Source: an optimization exercise on an open RTL-to-GDS flow (aim: small area and a short achievable clock period). Production flows keep margins and buffers that such runs may drop. RTL that was checked went through simulation tests only; none was proved equivalent to the original. Only the layout flow was run in run 1; the RTL was not checked for function there. Power is estimated from default activity; no workload was simulated.

==> flow/design.v (outline; a module is shown in full before it is edited, if it fits) <==
// module exe_mul: 1507 lines
// module exe_div: 3275 lines
// module exe_muldiv: 32 lines
module exe_muldiv
(
    input logic         clk, rst,
    input logic         wb_do_branch,
    input logic         ix_mul_valid,
    input logic[4:0]    ix_mul_rd,
    input logic[31:0]   ix_mul_rs1,
    input logic[31:0]   ix_mul_rs2,
    input logic[1:0]    ix_mul_op,
    input logic         ix_div_valid,
    input logic[4:0]    ix_div_rd,
    input logic[31:0]   ix_div_rs1,
    input logic[31:0]   ix_div_rs2,
    input logic[1:0]    ix_div_op,
    output logic        mul_valid,
    output logic[4:0]   mul_rd,
    output logic[31:0]  mul_result,
    output logic        div_valid,
    output logic[4:0]   div_rd,
    output logic[31:0]  div_result
);
  // ...
==> flow/run.sh <==
#!/bin/bash
# synth_recipe.tcl (not shown) runs the flow's synth.tcl, then flattens the netlist and writes it again
# the make line also repeats each setting of config.mk as NAME=value (left out here)
make -C /OpenROAD-flow-scripts/flow DESIGN_CONFIG=/design/flow/config.mk WORK_HOME=/design/flow/orfs CLKGATE_MAP_FILE= SYNTH_SCRIPT=/design/flow/synth_recipe.tcl finish
==> flow/config.mk <==
export PLATFORM = sky130hd
export DESIGN_NAME = exe_muldiv
export DESIGN_NICKNAME = exe_muldiv
export VERILOG_FILES = /design/flow/design.v
export SDC_FILE = /design/flow/constraint.sdc
export NUM_CORES = 4
export LEC_CHECK = 0
export ABC_AREA = 1
export CAP_MARGIN = 20
export CORE_MARGIN = 2
export CORE_UTILIZATION = 40
export CTS_CLUSTER_DIAMETER = 100
export CTS_CLUSTER_SIZE = 30
export SETUP_SLACK_MARGIN = 5
export SLEW_MARGIN = 20
==> flow/constraint.sdc <==
create_clock -name core_clock -period 9.5 [get_ports {clk}]
set_input_delay 1.9000 -clock core_clock [delete_from_list [all_inputs] [get_ports {clk}]]
set_output_delay 1.9000 -clock core_clock [all_outputs]
set_load 0.01 [all_outputs]
==> impl_metrics.py, run 1 <==
metrics = {
    "worst_setup_path": {
        "required_ns": 10.13,
        "crit_slowest_cell": "clkinvlp_2",
        "critPathTopFamily": "adder cells",
        "path_common_cell": "fa_1",
    },
    "floorplan": {
        "tap_cells": 2992,
        "die-width_um": 478,
    },
    "placement": {
        "post-place-ws_ns": 3.01,
        "gp_congestion": 0.963,
    },
    "run_status": {
        "status": "finished clean",
    },
    "cts": {
        "clockRootBuffer": "clkbuf_16",
        "cts-buffers-inserted": 79,
        "cts.reportedPaths.clkPinSlew_ns": 0.11,
    },
    "yosys": {
        "avgSynthCellArea_um2": 7.46,
        "synth_cell_type_count": 76,
    },
    "timing": {
        "skew_ns": 0.0690,
    },
    "pwr": {
        "pwr-share-seq": 0.319,
        "intPower_w": 0.0153,
        "sw_frac_of_total": 0.465,
        "combinationalPowerShare": 0.534,
    },
    "final_layout": {
        "area_share_clock_buf_inv": 0.0275,
        "final_area_mm2": 0.100,
        "multi_input_area_share": 0.505,
        "antennaDiodeCount": 2,
    },
    "job": {
        "max-cap-violations": 0,
    },
    "routing": {
        "wl_met1_um": 123000,
        "drc_errors": 0,
        "via_per_inst": 5.40,
    },
    "global_route": {
        "grt_first_pass_wirelength_um": 444000,
    },
}
==> run 2: changes to the inputs <==
--- a/flow/design.v
+++ b/flow/design.v
@@ -777,218 +777,269 @@
     assign {t_c273, t_s273} = {1'b0, t_c219} + {1'b0, t_c220} + {1'b0, t_s221};
     assign {t_c274, t_s274} = {1'b0, t_c221} + {1'b0, t_s222} + {1'b0, pp[10][26]};
     assign {t_c275, t_s275} = {1'b0, t_c222} + {1'b0, t_s223} + {1'b0, pp[10][27]};
     assign {t_c276, t_s276} = {1'b0, t_c223} + {1'b0, ~pp[8][34]} + {1'b0, pp[9][31]};
     assign t_s277 = pp[9][32] ^ pp[10][29];
     assign t_c277 = pp[9][32] & pp[10][29];
     assign t_s278 = pp[9][33] ^ pp[10][30];
     assign t_c278 = pp[9][33] & pp[10][30];
-    assign t_s279 = pp[0][3] ^ pp[1][0];
-    assign t_c279 = pp[0][3] & pp[1][0];
-    assign t_s280 = pp[0][4] ^ pp[1][1];
-    assign t_c280 = pp[0][4] & pp[1][1];
-    assign t_s281 = pp[0][5] ^ pp[1][2];
-    assign t_c281 = pp[0][5] & pp[1][2];
-    assign {t_c282, t_s282} = {1'b0, t_s224} + {1'b0, pp[2][0]} + {1'b0, neg[2]};
-    assign {t_c283, t_s283} = {1'b0, t_c224} + {1'b0, t_s225} + {1'b0, pp[2][1]};
-    assign {t_c284, t_s284} = {1'b0, t_c225} + {1'b0, t_s226} + {1'b0, pp[2][2]};
-    assign {t_c285, t_s285} = {1'b0, t_c226} + {1'b0, t_s227} + {1'b0, neg[3]};
-    assign {t_c286, t_s286} = {1'b0, t_c227} + {1'b0, t_s228} + {1'b0, pp[3][1]};
-    assign {t_c287, t_s287} = {1'b0, t_c228} + {1'b0, t_s229} + {1'b0, pp[3][2]};
-    assign {t_c288, t_s288} = {1'b0, t_c229} + {1'b0, t_s230} + {1'b0, neg[4]};
-    assign {t_c289, t_s289} = {1'b0, t_c230} + {1'b0, t_s231} + {1'b0, t_s138};
-    assign {t_c290, t_s290} = {1'b0, t_c231} + {1'b0, t_s232} + {1'b0, t_s140};
-    assign {t_c291, t_s291} = {1'b0, t_c232} + {1'b0, t_s233} + {1'b0, t_s142};
-    assign {t_c292, t_s292} = {1'b0, t_c233} + {1'b0, t_s234} + {1'b0, t_s144};
-    assign {t_c293, t_s293} = {1'b0, t_c234} + {1'b0, t_s235} + {1'b0, t_s146};
-    assign {t_c294, t_s294} = {1'b0, t_c235} + {1'b0, t_s236} + {1'b0, t_s148};
-    assign {t_c295, t_s295} = {1'b0, t_c236} + {1'b0, t_s237} + {1'b0, t_s150};
-    assign {t_c296, t_s296} = {1'b0, t_c237} + {1'b0, t_s238} + {1'b0, t_s152};
-    assign {t_c297, t_s297} = {1'b0, t_c238} + {1'b0, t_s239} + {1'b0, t_s154};
-    assign {t_c298, t_s298} = {1'b0, t_c239} + {1'b0, t_s240} + {1'b0, t_s156};
-    assign {t_c299, t_s299} = {1'b0, t_c240} + {1'b0, t_s241} + {1'b0, t_s158};
-    assign {t_c300, t_s300} = {1'b0, t_c241} + {1'b0, t_s242} + {1'b0, t_s160};
-    assign {t_c301, t_s301} = {1'b0, t_c242} + {1'b0, t_s243} + {1'b0, t_s162};
-    assign {t_c302, t_s302} = {1'b0, t_c243} + {1'b0, t_s244} + {1'b0, t_s164};
-    assign {t_c303, t_s303} = {1'b0, t_c244} + {1'b0, t_s245} + {1'b0, t_s166};
-    assign {t_c304, t_s304} = {1'b0, t_c245} + {1'b0, t_s246} + {1'b0, t_s168};
-    assign {t_c305, t_s305} = {1'b0, t_c246} + {1'b0, t_s247} + {1'b0, t_s170};
-    assign {t_c306, t_s306} = {1'b0, t_c247} + {1'b0, t_s248} + {1'b0, t_s172};
-    assign {t_c307, t_s307} = {1'b0, t_c248} + {1'b0, t_s249} + {1'b0, t_s174};
-    assign {t_c308, t_s308} = {1'b0, t_c249} + {1'b0, t_s250} + {1'b0, t_s176};
-    assign {t_c309, t_s309} = {1'b0, t_c250} + {1'b0, t_s251} + {1'b0, t_s178};
-    assign {t_c310, t_s310} = {1'b0, t_c251} + {1'b0, t_s252} + {1'b0, t_s180};
-    assign {t_c311, t_s311} = {1'b0, t_c252} + {1'b0, t_s253} + {1'b0, t_s182};
-    assign {t_c312, t_s312} = {1'b0, t_c253} + {1'b0, t_s254} + {1'b0, t_s184};
-    assign {t_c313, t_s313} = {1'b0, t_c254} + {1'b0, t_s255} + {1'b0, t_s186};
-    assign {t_c314, t_s314} = {1'b0, t_c255} + {1'b0, t_s256} + {1'b0, t_s188};
-    assign {t_c315, t_s315} = {1'b0, t_c256} + {1'b0, t_s257} + {1'b0, t_s190};
-    assign {t_c316, t_s316} = {1'b0, t_c257} + {1'b0, t_s258} + {1'b0, t_s192};
-    assign {t_c317, t_s317} = {1'b0, t_c258} + {1'b0, t_s259} + {1'b0, t_s194};
-    assign {t_c318, t_s318} = {1'b0, t_c259} + {1'b0, t_s260} + {1'b0, t_s196};
-    assign {t_c319, t_s319} = {1'b0, t_c260} + {1'b0, t_s261} + {1'b0, t_s198};
-    assign {t_c320, t_s320} = {1'b0, t_c261} + {1'b0, t_s262} + {1'b0, t_s200};
-    assign {t_c321, t_s321} = {1'b0, t_c262} + {1'b0, t_s263} + {1'b0, t_s202};
-    assign {t_c322, t_s322} = {1'b0, t_c263} + {1'b0, t_s264} + {1'b0, t_s204};
-    assign {t_c323, t_s323} = {1'b0, t_c264} + {1'b0, t_s265} + {1'b0, t_s206};
-    assign {t_c324, t_s324} = {1'b0, t_c265} + {1'b0, t_s266} + {1'b0, t_s208};
-    assign {t_c325, t_s325} = {1'b0, t_c266} + {1'b0, t_s267} + {1'b0, t_s210};
-    assign {t_c326, t_s326} = {1'b0, t_c267} + {1'b0, t_s268} + {1'b0, t_s212};
-    assign {t_c327, t_s327} = {1'b0, t_c268} + {1'b0, t_s269} + {1'b0, t_s214};
-    assign {t_c328, t_s328} = {1'b0, t_c269} + {1'b0, t_s270} + {1'b0, t_s216};
-    assign {t_c329, t_s329} = {1'b0, t_c270} + {1'b0, t_s271} + {1'b0, t_s218};
-    assign {t_c330, t_s330} = {1'b0, t_c271} + {1'b0, t_s272} + {1'b0, t_s220};
-    assign {t_c331, t_s331} = {1'b0, t_c272} + {1'b0, t_s273} + {1'b0, pp[10][25]};
-    assign {t_c332, t_s332} = {1'b0, t_c273} + {1'b0, t_s274} + {1'b0, 1'b1};
-    assign {t_c333, t_s333} = {1'b0, t_c274} + {1'b0, t_s275} + {1'b0, 1'b1};
-    assign {t_c334, t_s334} = {1'b0, t_c275} + {1'b0, t_s276} + {1'b0, pp[10][28]};
-    assign {t_c335, t_s335} = {1'b0, t_c276} + {1'b0, t_s277} + {1'b0, 1'b1};
-    assign {t_c336, t_s336} = {1'b0, t_c277} + {1'b0, t_s278} + {1'b0, 1'b1};
-    assign {t_c337, t_s337} = {1'b0, t_c278} + {1'b0, ~pp[9][34]} + {1'b0, pp[10][31]};
-    assign t_s338 = pp[10][32] ^ 1'b1;
-    assign t_c338 = pp[10][32] & 1'b1;
-    assign t_s339 = pp[10][33] ^ 1'b1;
-    assign t_c339 = pp[10][33] & 1'b1;
+    assign t_s279 = s2_t_reg[4] ^ s2_t_reg[5];
+    assign t_c279 = s2_t_reg[4] & s2_t_reg[5];
+    assign t_s280 = s2_t_reg[7] ^ s2_t_reg[8];
+    assign t_c280 = s2_t_reg[7] & s2_t_reg[8];
+    assign t_s281 = s2_t_reg[9] ^ s2_t_reg[10];
+    assign t_c281 = s2_t_reg[9] & s2_t_reg[10];
+    assign {t_c282, t_s282} = {1'b0, s2_t_reg[11]} + {1'b0, s2_t_reg[12]} + {1'b0, s2_t_reg[13]};
+    assign {t_c283, t_s283} = {1'b0, s2_t_reg[14]} + {1'b0, s2_t_reg[15]} + {1'b0, s2_t_reg[16]};
+    assign {t_c284, t_s284} = {1'b0, s2_t_reg[17]} + {1'b0, s2_t_reg[18]} + {1'b0, s2_t_reg[19]};
+    assign {t_c285, t_s285} = {1'b0, s2_t_reg[20]} + {1'b0, s2_t_reg[21]} + {1'b0, s2_t_reg[22]};
+    assign {t_c286, t_s286} = {1'b0, s2_t_reg[23]} + {1'b0, s2_t_reg[24]} + {1'b0, s2_t_reg[25]};
+    assign {t_c287, t_s287} = {1'b0, s2_t_reg[26]} + {1'b0, s2_t_reg[27]} + {1'b0, s2_t_reg[28]};
+    assign {t_c288, t_s288} = {1'b0, s2_t_reg[29]} + {1'b0, s2_t_reg[30]} + {1'b0, s2_t_reg[31]};
+    assign {t_c289, t_s289} = {1'b0, s2_t_reg[32]} + {1'b0, s2_t_reg[33]} + {1'b0, s2_t_reg[34]};
+    assign {t_c290, t_s290} = {1'b0, s2_t_reg[35]} + {1'b0, s2_t_reg[36]} + {1'b0, s2_t_reg[37]};
+    assign {t_c291, t_s291} = {1'b0, s2_t_reg[38]} + {1'b0, s2_t_reg[39]} + {1'b0, s2_t_reg[40]};
+    assign {t_c292, t_s292} = {1'b0, s2_t_reg[41]} + {1'b0, s2_t_reg[42]} + {1'b0, s2_t_reg[43]};
+    assign {t_c293, t_s293} = {1'b0, s2_t_reg[44]} + {1'b0, s2_t_reg[45]} + {1'b0, s2_t_reg[46]};
+    assign {t_c294, t_s294} = {1'b0, s2_t_reg[47]} + {1'b0, s2_t_reg[48]} + {1'b0, s2_t_reg[49]};
+    assign {t_c295, t_s295} = {1'b0, s2_t_reg[50]} + {1'b0, s2_t_reg[51]} + {1'b0, s2_t_reg[52]};
+    assign {t_c296, t_s296} = {1'b0, s2_t_reg[53]} + {1'b0, s2_t_reg[54]} + {1'b0, s2_t_reg[55]};
+    assign {t_c297, t_s297} = {1'b0, s2_t_reg[56]} + {1'b0, s2_t_reg[57]} + {1'b0, s2_t_reg[58]};
+    assign {t_c298, t_s298} = {1'b0, s2_t_reg[59]} + {1'b0, s2_t_reg[60]} + {1'b0, s2_t_reg[61]};
+    assign {t_c299, t_s299} = {1'b0, s2_t_reg[62]} + {1'b0, s2_t_reg[63]} + {1'b0, s2_t_reg[64]};
+    assign {t_c300, t_s300} = {1'b0, s2_t_reg[65]} + {1'b0, s2_t_reg[66]} + {1'b0, s2_t_reg[67]};
+    assign {t_c301, t_s301} = {1'b0, s2_t_reg[68]} + {1'b0, s2_t_reg[69]} + {1'b0, s2_t_reg[70]};
+    assign {t_c302, t_s302} = {1'b0, s2_t_reg[71]} + {1'b0, s2_t_reg[72]} + {1'b0, s2_t_reg[73]};
+    assign {t_c303, t_s303} = {1'b0, s2_t_reg[74]} + {1'b0, s2_t_reg[75]} + {1'b0, s2_t_reg[76]};
+    assign {t_c304, t_s304} = {1'b0, s2_t_reg[77]} + {1'b0, s2_t_reg[78]} + {1'b0, s2_t_reg[79]};
+    assign {t_c305, t_s305} = {1'b0, s2_t_reg[80]} + {1'b0, s2_t_reg[81]} + {1'b0, s2_t_reg[82]};
+    assign {t_c306, t_s306} = {1'b0, s2_t_reg[83]} + {1'b0, s2_t_reg[84]} + {1'b0, s2_t_reg[85]};
+    assign {t_c307, t_s307} = {1'b0, s2_t_reg[86]} + {1'b0, s2_t_reg[87]} + {1'b0, s2_t_reg[88]};
+    assign {t_c308, t_s308} = {1'b0, s2_t_reg[89]} + {1'b0, s2_t_reg[90]} + {1'b0, s2_t_reg[91]};
+    assign {t_c309, t_s309} = {1'b0, s2_t_reg[92]} + {1'b0, s2_t_reg[93]} + {1'b0, s2_t_reg[94]};
+    assign {t_c310, t_s310} = {1'b0, s2_t_reg[95]} + {1'b0, s2_t_reg[96]} + {1'b0, s2_t_reg[97]};
+    assign {t_c311, t_s311} = {1'b0, s2_t_reg[98]} + {1'b0, s2_t_reg[99]} + {1'b0, s2_t_reg[100]};
+    assign {t_c312, t_s312} = {1'b0, s2_t_reg[101]} + {1'b0, s2_t_reg[102]} + {1'b0, s2_t_reg[103]};
+    assign {t_c313, t_s313} = {1'b0, s2_t_reg[104]} + {1'b0, s2_t_reg[105]} + {1'b0, s2_t_reg[106]};
+    assign {t_c314, t_s314} = {1'b0, s2_t_reg[107]} + {1'b0, s2_t_reg[108]} + {1'b0, s2_t_reg[109]};
+    assign {t_c315, t_s315} = {1'b0, s2_t_reg[110]} + {1'b0, s2_t_reg[111]} + {1'b0, s2_t_reg[112]};
+    assign {t_c316, t_s316} = {1'b0, s2_t_reg[113]} + {1'b0, s2_t_reg[114]} + {1'b0, s2_t_reg[115]};
+    assign {t_c317, t_s317} = {1'b0, s2_t_reg[116]} + {1'b0, s2_t_reg[117]} + {1'b0, s2_t_reg[118]};
+    assign {t_c318, t_s318} = {1'b0, s2_t_reg[119]} + {1'b0, s2_t_reg[120]} + {1'b0, s2_t_reg[121]};
+    assign {t_c319, t_s319} = {1'b0, s2_t_reg[122]} + {1'b0, s2_t_reg[123]} + {1'b0, s2_t_reg[124]};
+    assign {t_c320, t_s320} = {1'b0, s2_t_reg[125]} + {1'b0, s2_t_reg[126]} + {1'b0, s2_t_reg[127]};
+    assign {t_c321, t_s321} = {1'b0, s2_t_reg[128]} + {1'b0, s2_t_reg[129]} + {1'b0, s2_t_reg[130]};
+    assign {t_c322, t_s322} = {1'b0, s2_t_reg[131]} + {1'b0, s2_t_reg[132]} + {1'b0, s2_t_reg[133]};
+    assign {t_c323, t_s323} = {1'b0, s2_t_reg[134]} + {1'b0, s2_t_reg[135]} + {1'b0, s2_t_reg[136]};
+    assign {t_c324, t_s324} = {1'b0, s2_t_reg[137]} + {1'b0, s2_t_reg[138]} + {1'b0, s2_t_reg[139]};
+    assign {t_c325, t_s325} = {1'b0, s2_t_reg[140]} + {1'b0, s2_t_reg[141]} + {1'b0, s2_t_reg[142]};
+    assign {t_c326, t_s326} = {1'b0, s2_t_reg[143]} + {1'b0, s2_t_reg[144]} + {1'b0, s2_t_reg[145]};
+    assign {t_c327, t_s327} = {1'b0, s2_t_reg[146]} + {1'b0, s2_t_reg[147]} + {1'b0, s2_t_reg[148]};
+    assign {t_c328, t_s328} = {1'b0, s2_t_reg[149]} + {1'b0, s2_t_reg[150]} + {1'b0, s2_t_reg[151]};
+    assign {t_c329, t_s329} = {1'b0, s2_t_reg[152]} + {1'b0, s2_t_reg[153]} + {1'b0, s2_t_reg[154]};
+    assign {t_c330, t_s330} = {1'b0, s2_t_reg[155]} + {1'b0, s2_t_reg[156]} + {1'b0, s2_t_reg[157]};
+    assign {t_c331, t_s331} = {1'b0, s2_t_reg[158]} + {1'b0, s2_t_reg[159]} + {1'b0, s2_t_reg[160]};
+    assign {t_c332, t_s332} = {1'b0, s2_t_reg[161]} + {1'b0, s2_t_reg[162]} + {1'b0, 1'b1};
+    assign {t_c333, t_s333} = {1'b0, s2_t_reg[163]} + {1'b0, s2_t_reg[164]} + {1'b0, 1'b1};
+    assign {t_c334, t_s334} = {1'b0, s2_t_reg[165]} + {1'b0, s2_t_reg[166]} + {1'b0, s2_t_reg[167]};
+    assign {t_c335, t_s335} = {1'b0, s2_t_reg[168]} + {1'b0, s2_t_reg[169]} + {1'b0, 1'b1};
+    assign {t_c336, t_s336} = {1'b0, s2_t_reg[170]} + {1'b0, s2_t_reg[171]} + {1'b0, 1'b1};
+    assign {t_c337, t_s337} = {1'b0, s2_t_reg[172]} + {1'b0, s2_t_reg[173]} + {1'b0, s2_t_reg[174]};
+    assign t_s338 = s2_t_reg[175] ^ 1'b1;
+    assign t_c338 = s2_t_reg[175] & 1'b1;
+    assign t_s339 = s2_t_reg[176] ^ 1'b1;
+    assign t_c339 = s2_t_reg[176] & 1'b1;
     logic       s2_valid_reg, s2_lo_reg;
     logic[4:0]  s2_rd_reg;
-    logic[125:0] s2_t_reg;
+    logic[176:0] s2_t_reg;
     always_ff @(posedge clk) begin
         s2_valid_reg <= s1_valid_reg;
         s2_lo_reg <= s1_lo_reg;
         s2_rd_reg <= s1_rd_reg;
         s2_t_reg[0] <= pp[0][0];
         s2_t_reg[1] <= neg[0];
         s2_t_reg[2] <= pp[0][1];
         s2_t_reg[3] <= pp[0][2];
-        s2_t_reg[4] <= t_s279;
-        s2_t_reg[5] <= neg[1];
-        s2_t_reg[6] <= t_c279;
-        s2_t_reg[7] <= t_s280;
-        s2_t_reg[8] <= t_c280;
-        s2_t_reg[9] <= t_s281;
-        s2_t_reg[10] <= t_c281;
-        s2_t_reg[11] <= t_s282;
-        s2_t_reg[12] <= t_c282;
-        s2_t_reg[13] <= t_s283;
-        s2_t_reg[14] <= t_c283;
-        s2_t_reg[15] <= t_s284;
-        s2_t_reg[16] <= t_c284;
-        s2_t_reg[17] <= t_s285;
-        s2_t_reg[18] <= t_c285;
-        s2_t_reg[19] <= t_s286;
-        s2_t_reg[20] <= t_c286;
-        s2_t_reg[21] <= t_s287;
-        s2_t_reg[22] <= t_c287;
-        s2_t_reg[23] <= t_s288;
-        s2_t_reg[24] <= t_c288;
-        s2_t_reg[25] <= t_s289;
-        s2_t_reg[26] <= t_c289;
-        s2_t_reg[27] <= t_s290;
-        s2_t_reg[28] <= t_c290;
-        s2_t_reg[29] <= t_s291;
-        s2_t_reg[30] <= t_c291;
-        s2_t_reg[31] <= t_s292;
-        s2_t_reg[32] <= t_c292;
-        s2_t_reg[33] <= t_s293;
-        s2_t_reg[34] <= t_c293;
-        s2_t_reg[35] <= t_s294;
-        s2_t_reg[36] <= t_c294;
-        s2_t_reg[37] <= t_s295;
-        s2_t_reg[38] <= t_c295;
-        s2_t_reg[39] <= t_s296;
-        s2_t_reg[40] <= t_c296;
-        s2_t_reg[41] <= t_s297;
-        s2_t_reg[42] <= t_c297;
-        s2_t_reg[43] <= t_s298;
-        s2_t_reg[44] <= t_c298;
-        s2_t_reg[45] <= t_s299;
-        s2_t_reg[46] <= t_c299;
-        s2_t_reg[47] <= t_s300;
-        s2_t_reg[48] <= t_c300;
-        s2_t_reg[49] <= t_s301;
-        s2_t_reg[50] <= t_c301;
-        s2_t_reg[51] <= t_s302;
-        s2_t_reg[52] <= t_c302;
-        s2_t_reg[53] <= t_s303;
-        s2_t_reg[54] <= t_c303;
-        s2_t_reg[55] <= t_s304;
-        s2_t_reg[56] <= t_c304;
-        s2_t_reg[57] <= t_s305;
-        s2_t_reg[58] <= t_c305;
-        s2_t_reg[59] <= t_s306;
-        s2_t_reg[60] <= t_c306;
-        s2_t_reg[61] <= t_s307;
-        s2_t_reg[62] <= t_c307;
-        s2_t_reg[63] <= t_s308;
-        s2_t_reg[64] <= t_c308;
-        s2_t_reg[65] <= t_s309;
-        s2_t_reg[66] <= t_c309;
-        s2_t_reg[67] <= t_s310;
-        s2_t_reg[68] <= t_c310;
-        s2_t_reg[69] <= t_s311;
-        s2_t_reg[70] <= t_c311;
-        s2_t_reg[71] <= t_s312;
-        s2_t_reg[72] <= t_c312;
-        s2_t_reg[73] <= t_s313;
-        s2_t_reg[74] <= t_c313;
-        s2_t_reg[75] <= t_s314;
-        s2_t_reg[76] <= t_c314;
-        s2_t_reg[77] <= t_s315;
-        s2_t_reg[78] <= t_c315;
-        s2_t_reg[79] <= t_s316;
-        s2_t_reg[80] <= t_c316;
-        s2_t_reg[81] <= t_s317;
-        s2_t_reg[82] <= t_c317;
-        s2_t_reg[83] <= t_s318;
-        s2_t_reg[84] <= t_c318;
-        s2_t_reg[85] <= t_s319;
-        s2_t_reg[86] <= t_c319;
-        s2_t_reg[87] <= t_s320;
-        s2_t_reg[88] <= t_c320;
-        s2_t_reg[89] <= t_s321;
-        s2_t_reg[90] <= t_c321;
-        s2_t_reg[91] <= t_s322;
-        s2_t_reg[92] <= t_c322;
-        s2_t_reg[93] <= t_s323;
-        s2_t_reg[94] <= t_c323;
-        s2_t_reg[95] <= t_s324;
-        s2_t_reg[96] <= t_c324;
-        s2_t_reg[97] <= t_s325;
-        s2_t_reg[98] <= t_c325;
-        s2_t_reg[99] <= t_s326;
-        s2_t_reg[100] <= t_c326;
-        s2_t_reg[101] <= t_s327;
-        s2_t_reg[102] <= t_c327;
-        s2_t_reg[103] <= t_s328;
-        s2_t_reg[104] <= t_c328;
-        s2_t_reg[105] <= t_s329;
-        s2_t_reg[106] <= t_c329;
-        s2_t_reg[107] <= t_s330;
-        s2_t_reg[108] <= t_c330;
-        s2_t_reg[109] <= t_s331;
-        s2_t_reg[110] <= t_c331;
-        s2_t_reg[111] <= t_s332;
-        s2_t_reg[112] <= t_c332;
-        s2_t_reg[113] <= t_s333;
-        s2_t_reg[114] <= t_c333;
-        s2_t_reg[115] <= t_s334;
-        s2_t_reg[116] <= t_c334;
-        s2_t_reg[117] <= t_s335;
-        s2_t_reg[118] <= t_c335;
-        s2_t_reg[119] <= t_s336;
-        s2_t_reg[120] <= t_c336;
-        s2_t_reg[121] <= t_s337;
-        s2_t_reg[122] <= t_c337;
-        s2_t_reg[123] <= t_s338;
-        s2_t_reg[124] <= t_c338;
-        s2_t_reg[125] <= t_s339;
+        s2_t_reg[4] <= pp[0][3];
+        s2_t_reg[5] <= pp[1][0];
+        s2_t_reg[6] <= neg[1];
+        s2_t_reg[7] <= pp[0][4];
+        s2_t_reg[8] <= pp[1][1];
+        s2_t_reg[9] <= pp[0][5];
+        s2_t_reg[10] <= pp[1][2];
+        s2_t_reg[11] <= t_s224;
+        s2_t_reg[12] <= pp[2][0];
+        s2_t_reg[13] <= neg[2];
+        s2_t_reg[14] <= t_c224;
+        s2_t_reg[15] <= t_s225;
+        s2_t_reg[16] <= pp[2][1];
+        s2_t_reg[17] <= t_c225;
+        s2_t_reg[18] <= t_s226;
+        s2_t_reg[19] <= pp[2][2];
+        s2_t_reg[20] <= t_c226;
+        s2_t_reg[21] <= t_s227;
+        s2_t_reg[22] <= neg[3];
+        s2_t_reg[23] <= t_c227;
+        s2_t_reg[24] <= t_s228;
+        s2_t_reg[25] <= pp[3][1];
+        s2_t_reg[26] <= t_c228;
+        s2_t_reg[27] <= t_s229;
+        s2_t_reg[28] <= pp[3][2];
+        s2_t_reg[29] <= t_c229;
+        s2_t_reg[30] <= t_s230;
+        s2_t_reg[31] <= neg[4];
+        s2_t_reg[32] <= t_c230;
+        s2_t_reg[33] <= t_s231;
+        s2_t_reg[34] <= t_s138;
+        s2_t_reg[35] <= t_c231;
+        s2_t_reg[36] <= t_s232;
+        s2_t_reg[37] <= t_s140;
+        s2_t_reg[38] <= t_c232;
+        s2_t_reg[39] <= t_s233;
+        s2_t_reg[40] <= t_s142;
+        s2_t_reg[41] <= t_c233;
+        s2_t_reg[42] <= t_s234;
+        s2_t_reg[43] <= t_s144;
+        s2_t_reg[44] <= t_c234;
+        s2_t_reg[45] <= t_s235;
+        s2_t_reg[46] <= t_s146;
+        s2_t_reg[47] <= t_c235;
+        s2_t_reg[48] <= t_s236;
+        s2_t_reg[49] <= t_s148;
+        s2_t_reg[50] <= t_c236;
+        s2_t_reg[51] <= t_s237;
+        s2_t_reg[52] <= t_s150;
+        s2_t_reg[53] <= t_c237;
+        s2_t_reg[54] <= t_s238;
+        s2_t_reg[55] <= t_s152;
+        s2_t_reg[56] <= t_c238;
+        s2_t_reg[57] <= t_s239;
+        s2_t_reg[58] <= t_s154;
+        s2_t_reg[59] <= t_c239;
+        s2_t_reg[60] <= t_s240;
+        s2_t_reg[61] <= t_s156;
+        s2_t_reg[62] <= t_c240;
+        s2_t_reg[63] <= t_s241;
+        s2_t_reg[64] <= t_s158;
+        s2_t_reg[65] <= t_c241;
+        s2_t_reg[66] <= t_s242;
+        s2_t_reg[67] <= t_s160;
+        s2_t_reg[68] <= t_c242;
+        s2_t_reg[69] <= t_s243;
+        s2_t_reg[70] <= t_s162;
+        s2_t_reg[71] <= t_c243;
+        s2_t_reg[72] <= t_s244;
+        s2_t_reg[73] <= t_s164;
+        s2_t_reg[74] <= t_c244;
+        s2_t_reg[75] <= t_s245;
+        s2_t_reg[76] <= t_s166;
+        s2_t_reg[77] <= t_c245;
+        s2_t_reg[78] <= t_s246;
+        s2_t_reg[79] <= t_s168;
+        s2_t_reg[80] <= t_c246;
+        s2_t_reg[81] <= t_s247;
+        s2_t_reg[82] <= t_s170;
+        s2_t_reg[83] <= t_c247;
+        s2_t_reg[84] <= t_s248;
+        s2_t_reg[85] <= t_s172;
+        s2_t_reg[86] <= t_c248;
+        s2_t_reg[87] <= t_s249;
+        s2_t_reg[88] <= t_s174;
+        s2_t_reg[89] <= t_c249;
+        s2_t_reg[90] <= t_s250;
+        s2_t_reg[91] <= t_s176;
+        s2_t_reg[92] <= t_c250;
+        s2_t_reg[93] <= t_s251;
+        s2_t_reg[94] <= t_s178;
+        s2_t_reg[95] <= t_c251;
+        s2_t_reg[96] <= t_s252;
+        s2_t_reg[97] <= t_s180;
+        s2_t_reg[98] <= t_c252;
+        s2_t_reg[99] <= t_s253;
+        s2_t_reg[100] <= t_s182;
+        s2_t_reg[101] <= t_c253;
+        s2_t_reg[102] <= t_s254;
+        s2_t_reg[103] <= t_s184;
+        s2_t_reg[104] <= t_c254;
+        s2_t_reg[105] <= t_s255;
+        s2_t_reg[106] <= t_s186;
+        s2_t_reg[107] <= t_c255;
+        s2_t_reg[108] <= t_s256;
+        s2_t_reg[109] <= t_s188;
+        s2_t_reg[110] <= t_c256;
+        s2_t_reg[111] <= t_s257;
+        s2_t_reg[112] <= t_s190;
+        s2_t_reg[113] <= t_c257;
+        s2_t_reg[114] <= t_s258;
+        s2_t_reg[115] <= t_s192;
+        s2_t_reg[116] <= t_c258;
+        s2_t_reg[117] <= t_s259;
+        s2_t_reg[118] <= t_s194;
+        s2_t_reg[119] <= t_c259;
+        s2_t_reg[120] <= t_s260;
+        s2_t_reg[121] <= t_s196;
+        s2_t_reg[122] <= t_c260;
+        s2_t_reg[123] <= t_s261;
+        s2_t_reg[124] <= t_s198;
+        s2_t_reg[125] <= t_c261;
+        s2_t_reg[126] <= t_s262;
+        s2_t_reg[127] <= t_s200;
+        s2_t_reg[128] <= t_c262;
+        s2_t_reg[129] <= t_s263;
+        s2_t_reg[130] <= t_s202;
+        s2_t_reg[131] <= t_c263;
+        s2_t_reg[132] <= t_s264;
+        s2_t_reg[133] <= t_s204;
+        s2_t_reg[134] <= t_c264;
+        s2_t_reg[135] <= t_s265;
+        s2_t_reg[136] <= t_s206;
+        s2_t_reg[137] <= t_c265;
+        s2_t_reg[138] <= t_s266;
+        s2_t_reg[139] <= t_s208;
+        s2_t_reg[140] <= t_c266;
+        s2_t_reg[141] <= t_s267;
+        s2_t_reg[142] <= t_s210;
+        s2_t_reg[143] <= t_c267;
+        s2_t_reg[144] <= t_s268;
+        s2_t_reg[145] <= t_s212;
+        s2_t_reg[146] <= t_c268;
+        s2_t_reg[147] <= t_s269;
+        s2_t_reg[148] <= t_s214;
+        s2_t_reg[149] <= t_c269;
+        s2_t_reg[150] <= t_s270;
+        s2_t_reg[151] <= t_s216;
+        s2_t_reg[152] <= t_c270;
+        s2_t_reg[153] <= t_s271;
+        s2_t_reg[154] <= t_s218;
+        s2_t_reg[155] <= t_c271;
+        s2_t_reg[156] <= t_s272;
+        s2_t_reg[157] <= t_s220;
+        s2_t_reg[158] <= t_c272;
+        s2_t_reg[159] <= t_s273;
+        s2_t_reg[160] <= pp[10][25];
+        s2_t_reg[161] <= t_c273;
+        s2_t_reg[162] <= t_s274;
+        s2_t_reg[163] <= t_c274;
+        s2_t_reg[164] <= t_s275;
+        s2_t_reg[165] <= t_c275;
+        s2_t_reg[166] <= t_s276;
+        s2_t_reg[167] <= pp[10][28];
+        s2_t_reg[168] <= t_c276;
+        s2_t_reg[169] <= t_s277;
+        s2_t_reg[170] <= t_c277;
+        s2_t_reg[171] <= t_s278;
+        s2_t_reg[172] <= t_c278;
+        s2_t_reg[173] <= ~pp[9][34];
+        s2_t_reg[174] <= pp[10][31];
+        s2_t_reg[175] <= pp[10][32];
+        s2_t_reg[176] <= pp[10][33];
     end
-    wire[63:0] row0 = {s2_t_reg[124], s2_t_reg[122], s2_t_reg[120], s2_t_reg[118], s2_t_reg[116], s2_t_reg[114], s2_t_reg[112], s2_t_reg[110], s2_t_reg[108], s2_t_reg[106], s2_t_reg[104], s2_t_reg[102], s2_t_reg[100], s2_t_reg[98], s2_t_reg[96], s2_t_reg[94], s2_t_reg[92], s2_t_reg[90], s2_t_reg[88], s2_t_reg[86], s2_t_reg[84], s2_t_reg[82], s2_t_reg[80], s2_t_reg[78], s2_t_reg[76], s2_t_reg[74], s2_t_reg[72], s2_t_reg[70], s2_t_reg[68], s2_t_reg[66], s2_t_reg[64], s2_t_reg[62], s2_t_reg[60], s2_t_reg[58], s2_t_reg[56], s2_t_reg[54], s2_t_reg[52], s2_t_reg[50], s2_t_reg[48], s2_t_reg[46], s2_t_reg[44], s2_t_reg[42], s2_t_reg[40], s2_t_reg[38], s2_t_reg[36], s2_t_reg[34], s2_t_reg[32], s2_t_reg[30], s2_t_reg[28], s2_t_reg[26], s2_t_reg[24], s2_t_reg[22], s2_t_reg[20], s2_t_reg[18], s2_t_reg[16], s2_t_reg[14], s2_t_reg[12], s2_t_reg[10], s2_t_reg[8], s2_t_reg[6], s2_t_reg[4], s2_t_reg[3], s2_t_reg[2], s2_t_reg[0]};
-    wire[63:0] row1 = {s2_t_reg[125], s2_t_reg[123], s2_t_reg[121], s2_t_reg[119], s2_t_reg[117], s2_t_reg[115], s2_t_reg[113], s2_t_reg[111], s2_t_reg[109], s2_t_reg[107], s2_t_reg[105], s2_t_reg[103], s2_t_reg[101], s2_t_reg[99], s2_t_reg[97], s2_t_reg[95], s2_t_reg[93], s2_t_reg[91], s2_t_reg[89], s2_t_reg[87], s2_t_reg[85], s2_t_reg[83], s2_t_reg[81], s2_t_reg[79], s2_t_reg[77], s2_t_reg[75], s2_t_reg[73], s2_t_reg[71], s2_t_reg[69], s2_t_reg[67], s2_t_reg[65], s2_t_reg[63], s2_t_reg[61], s2_t_reg[59], s2_t_reg[57], s2_t_reg[55], s2_t_reg[53], s2_t_reg[51], s2_t_reg[49], s2_t_reg[47], s2_t_reg[45], s2_t_reg[43], s2_t_reg[41], s2_t_reg[39], s2_t_reg[37], s2_t_reg[35], s2_t_reg[33], s2_t_reg[31], s2_t_reg[29], s2_t_reg[27], s2_t_reg[25], s2_t_reg[23], s2_t_reg[21], s2_t_reg[19], s2_t_reg[17], s2_t_reg[15], s2_t_reg[13], s2_t_reg[11], s2_t_reg[9], s2_t_reg[7], s2_t_reg[5], 1'b0, 1'b0, s2_t_reg[1]};
+    wire[63:0] row0 = {t_c338, t_c337, t_c336, t_c335, t_c334, t_c333, t_c332, t_c331, t_c330, t_c329, t_c328, t_c327, t_c326, t_c325, t_c324, t_c323, t_c322, t_c321, t_c320, t_c319, t_c318, t_c317, t_c316, t_c315, t_c314, t_c313, t_c312, t_c311, t_c310, t_c309, t_c308, t_c307, t_c306, t_c305, t_c304, t_c303, t_c302, t_c301, t_c300, t_c299, t_c298, t_c297, t_c296, t_c295, t_c294, t_c293, t_c292, t_c291, t_c290, t_c289, t_c288, t_c287, t_c286, t_c285, t_c284, t_c283, t_c282, t_c281, t_c280, t_c279, t_s279, s2_t_reg[3], s2_t_reg[2], s2_t_reg[0]};
+    wire[63:0] row1 = {t_s339, t_s338, t_s337, t_s336, t_s335, t_s334, t_s333, t_s332, t_s331, t_s330, t_s329, t_s328, t_s327, t_s326, t_s325, t_s324, t_s323, t_s322, t_s321, t_s320, t_s319, t_s318, t_s317, t_s316, t_s315, t_s314, t_s313, t_s312, t_s311, t_s310, t_s309, t_s308, t_s307, t_s306, t_s305, t_s304, t_s303, t_s302, t_s301, t_s300, t_s299, t_s298, t_s297, t_s296, t_s295, t_s294, t_s293, t_s292, t_s291, t_s290, t_s289, t_s288, t_s287, t_s286, t_s285, t_s284, t_s283, t_s282, t_s281, t_s280, s2_t_reg[6], 1'b0, 1'b0, s2_t_reg[1]};
     wire[63:0] fin_a = row0, fin_b = row1;
     wire fin_g0_0 = fin_a[0] & fin_b[0];
     wire fin_p0_0 = fin_a[0] | fin_b[0];
     wire fin_g0_1 = fin_a[1] & fin_b[1];
     wire fin_p0_1 = fin_a[1] | fin_b[1];
     wire fin_g0_2 = fin_a[2] & fin_b[2];
     wire fin_p0_2 = fin_a[2] | fin_b[2];
     wire fin_g0_3 = fin_a[3] & fin_b[3];
==> run 2 against run 1 <==
- power is essentially flat
- worst hold slack gained 0.0040 ns
- clock power shrank 2%
- core utilization grew 0.092 points
- clock skew shrank 0.025 ns
- sequential share of layout area grew 0.77 points
- die area grew 0.90%
- critical path depth is the same
- sequential power grew 3.1%
- maximum frequency grew 0.63%
==> impl_metrics.py, run 2 <==
metrics = {
    "final_layout": {
        "drive_gt1_frac": 0.0689,
        "nets": 12800,
        "largest_register_ffs": 177,
        "seqCellArea_mm2": 0.0336,
        "final_cell_mix": "2,783 x nand2_1, 1,617 x dfxtp_1, 1,586 x inv_1",
        "nFillCells": 22200,
        "multi_input_area_mm2": 0.0504,
        "final_common_cell": "nand2_1",
        "area_delta_synth_final_pct": 11.0,
        "final_cells": 15300,
    },
    "worst_setup_path": {
        "slowest_delay_ns": 0.93,
        "reg2reg_depth": 9,
        "end_kind": "flip-flop",
        "cp_max_fo": 23,
        "required_ns": 10.17,
        "path_common_cell": "fa_1",
        "worstPathArrival_ns": 5.24,
        "cp-start-kind": "flip-flop",
        "worst-setup-path-type": "flip-flop to flip-flop",
        "crit_slowest_cell": "clkinv_1",
        "crit_chain": "buf_4 > clkinv_1 > xor2_1 > ha_1 > inv_1 > fa_1 > fa_1 > fa_1 > inv_1",
    },
    "timing": {
        "worst_slew_pin_slew_ns": 1.32,
        "skew_ns": 0.0444,
        "period_share": 0.481,
        "drv_slew": 0,
        "worst_hold_slack_ns": 0.306,
        "rsz0062_at_grt": "yes",
        "fmax_ghz": 0.219,
        "final.setup.tns_ns": 0,
        "finalHoldViolations": 0,
        "finalSetupViolations": 0,
        "finalCriticalPeriod_ns": 4.57,
        "slew_headroom": 0.118,
    },
    "placement": {
        "portBuffers": 222,
        "gp_congestion": 0.975,
        "dp.cells": 15000,
        "hpwlAfterDp_um": 218000,
    },
    "yosys": {
        "synth_cell_type_count": 72,
        "async_flop_share": 0,
        "syn_area_mm2": 0.0908,
        "yosysSeqAreaShare": 0.369,
        "netlist_top_cells_area": "dfxtp_1 37%, nand2_1 12%, xor2_1 6.9%, inv_1 6.6%, fa_1 6.0%",
        "yosysMostFrequentCell": "nand2_1",
        "avgSynthCellArea_um2": 7.48,
        "yosysTopAreaCell": "dfxtp_1",
        "synth_ff_type": "dfxtp_1",
        "synth_warnings": 2,
        "synth_common_cells": "2,808 x nand2_1, 1,676 x dfxtp_1, 1,595 x inv_1",
        "syn-num-nets": 12700,
        "netlist.area_leader.share": 0.369,
        "synth_edf_count": 0,
        "synth_seq_cells": 1676,
        "syn_inst": 12100,
    },
    "floorplan": {
        "core-area_mm2": 0.225,
        "io_pins": 223,
        "die_h_um": 481,
        "die-width_um": 481,
        "initial_core_util": 0.403,
        "core.rowCount": 174,
        "fp.dieArea_mm2": 0.231,
    },
    "cts": {
        "insertion_delay_ns": 0.80,
        "htreeDepth": 3,
        "cts.reportedPaths.clkPinSlew_ns": 0.11,
        "cts-buffers-inserted": 77,
        "cts_hold_buf": 0,
        "cts_tree": "done",
        "clockRootBuffer": "clkbuf_16",
        "clkSinkCount": 1676,
        "max-clock-path-buffers": 3,
    },
    "global_route": {
        "grt.busiest_layer": "met2",
        "grt_max_degree": 47,
        "grt.total_usage": 0.248,
        "overflow": 0,
        "grt_first_pass_wirelength_um": 451000,
        "grt_use_met2": 0.391,
        "met1_usage": 0.319,
        "use_met3": 0.0681,
        "grt_pass1_vias": 78400,
        "antenna_found_initial": 12,
    },
    "pwr": {
        "power.density_mw_per_mm2": 283,
        "vdd_ir_drop_max_mv": 0.245,
        "finalPower_w": 0.0285,
        "p_leak_nw": 47.1,
    },
    "routing": {
        "wl_um": 299000,
        "vias": 82000,
        "drc_errors": 0,
        "drtPass1Iterations": 12,
        "drtAntennaViolNets": 0,
        "avgRoutedWirePerCell_um": 19.6,
        "via_per_inst": 5.38,
        "drt_iter0_drc": 7980,
    },
    "run_status": {
        "status": "finished clean",
    },
    "job": {
        "max-cap-violations": 0,
    },
    "worst_hold_path": {
        "hold_path_class": "flip-flop to flip-flop",
        "whs_path_depth": 0,
    },
}
-- run 2: cell count changes after synthesis, moves of 10 or more --
cell / before / now
xnor2_1: 97 / 74
nand2_2: 78 / 68
o21ai_0: 330 / 369
o21ai_1: 84 / 64
nand3_1: 866 / 880
nand2_1: 2852 / 2808
inv_1: 1540 / 1595
dfxtp_1: 1625 / 1676
nand4_1: 250 / 262
a21oi_1: 364 / 376
buf_1: 65 / 37
nand3b_1: 33 / 18
clkbuf_1: 293 / 333
-- run 2: area by class of cell --
| type | instances | area share |
|---|---|---|
| multi-input combinational | 8373 | 0.500 |
| clock buffer | 81 | 0.0195 |
| antenna | 7 | 0.000174 |
| sequential | 1676 | 0.333 |
| clock inverter | 37 | 0.00641 |
| inverter | 1645 | 0.0617 |
| timing repair buffer | 434 | 0.0415 |
| timing repair inverter | 6 | 0.000360 |
| tap | 2992 | 0.0371 |
-- run 2: worst max-delay path: cells and delay by family, from the launching register on --
kind | cells | cell delay, ns
buffers and inverters | 4 | 1.53
adder cells (fa/ha/maj) | 4 | 1.75
XOR/XNOR | 1 | 0.84
flip-flops | 1 | 0.33
-- run 2: timing repair --
item                                    CTS  global route
setup buffers                            38            68
endpoints found under the setup margin  282           310
pin swaps                                26            61
resized for setup                        91           230
gates cloned                              7            19
-- run 2: per-layer routing --
| layer | up-vias | wire length [µm] |
|---|---|---|
| met1 | 38100 | 127000 |
| met2 | 3461 | 130000 |
| met5 | - | 206 |
| met3 | 827 | 27800 |
| met4 | 10 | 13600 |
| li1 | 39600 | - |
-- run 2: cells by family after synthesis --
| group | Yosys count | synth area share |
|---|---|---|
| adder cells (fa/ha/maj) | 407 | 0.0785 |
| buffers and inverters | 2106 | 0.0907 |
| flip-flops | 1676 | 0.369 |
| multiplexers | 2 | 0.000220 |
| AND/OR/NAND/NOR | 5278 | 0.249 |
| AO/OA/AOI/OAI | 1879 | 0.136 |
| XOR/XNOR | 789 | 0.0761 |
-- run 2: final timing paths --
check | startpoint | end | slack, ns
setup / recovery | mul.s1_neg_reg[6] | mul.s2_t_reg[90] | 4.93
hold / removal | div.v7_reg | div.v8_reg | 0.31
hold reg to reg | div.v7_reg | div.v8_reg | 0.31
setup reg to reg | mul.s1_neg_reg[6] | mul.s2_t_reg[90] | 4.93
-- run 2: power breakdown --
| part | switching (W) | total [W] | internal (W) | leakage, nW |
|---|---|---|---|---|
| logic | 0.00977 | 0.0150 | 0.00524 | 31.8 |
| registers | 0.00109 | 0.00938 | 0.00830 | 14.0 |
| clock network | 0.00248 | 0.00414 | 0.00166 | 1.25 |
-- run 2: per-stage QoR --
step / area (µm²) / setup slack (ns) / util
2_1_floorplan: 90900 / 5.02 / -
3_3_place_gp: 95600 / 2.46 / 0.424
3_5_place_dp: 95600 / 2.68 / 0.424
4_1_cts: 99100 / 4.91 / 0.440
5_1_grt: 101000 / 4.96 / 0.448
6_report: 101000 / 4.93 / 0.448

-- static timing again, ports no longer ideal --
In the flow no input, the clock included, has a driving cell. The finished layouts below were timed again as built, in two steps.
Step 1 (the two cells are an assumption about what drives the block):
set clk [get_ports {clk}]
set_driving_cell -lib_cell sky130_fd_sc_hd__clkbuf_16 $clk
set_driving_cell -lib_cell sky130_fd_sc_hd__buf_2 [delete_from_list [all_inputs] $clk]
Step 2 times the ports against the registers' clock, not the clock port: input delays grow and output delays shrink by t, the midpoint of the rising clock arrivals with the driver on.
Three values: ideal, step 1, step 2; two values: the first two.
| run | t, ns | slack for setup (ns) | hold slack, ns | slew at the worst register clock pin (ns) | worst slew at a driven data input, ns |
|---|---|---|---|---|---|
| run 1 | 0.846 | 4.904 / 4.904 / 4.358 | 0.302 / 0.302 / 0.302 | 0.11 / 0.11 | 0.06 |
| run 2 | 0.865 | 4.933 / 4.933 / 4.408 | 0.306 / 0.306 / 0.306 | 0.12 / 0.12 | 0.08 |
After both steps setup and hold are still met in every run listed. The setup slack of run 1, which loses most, moves by 0.000 ns with the drivers and by -0.546 ns with both steps.
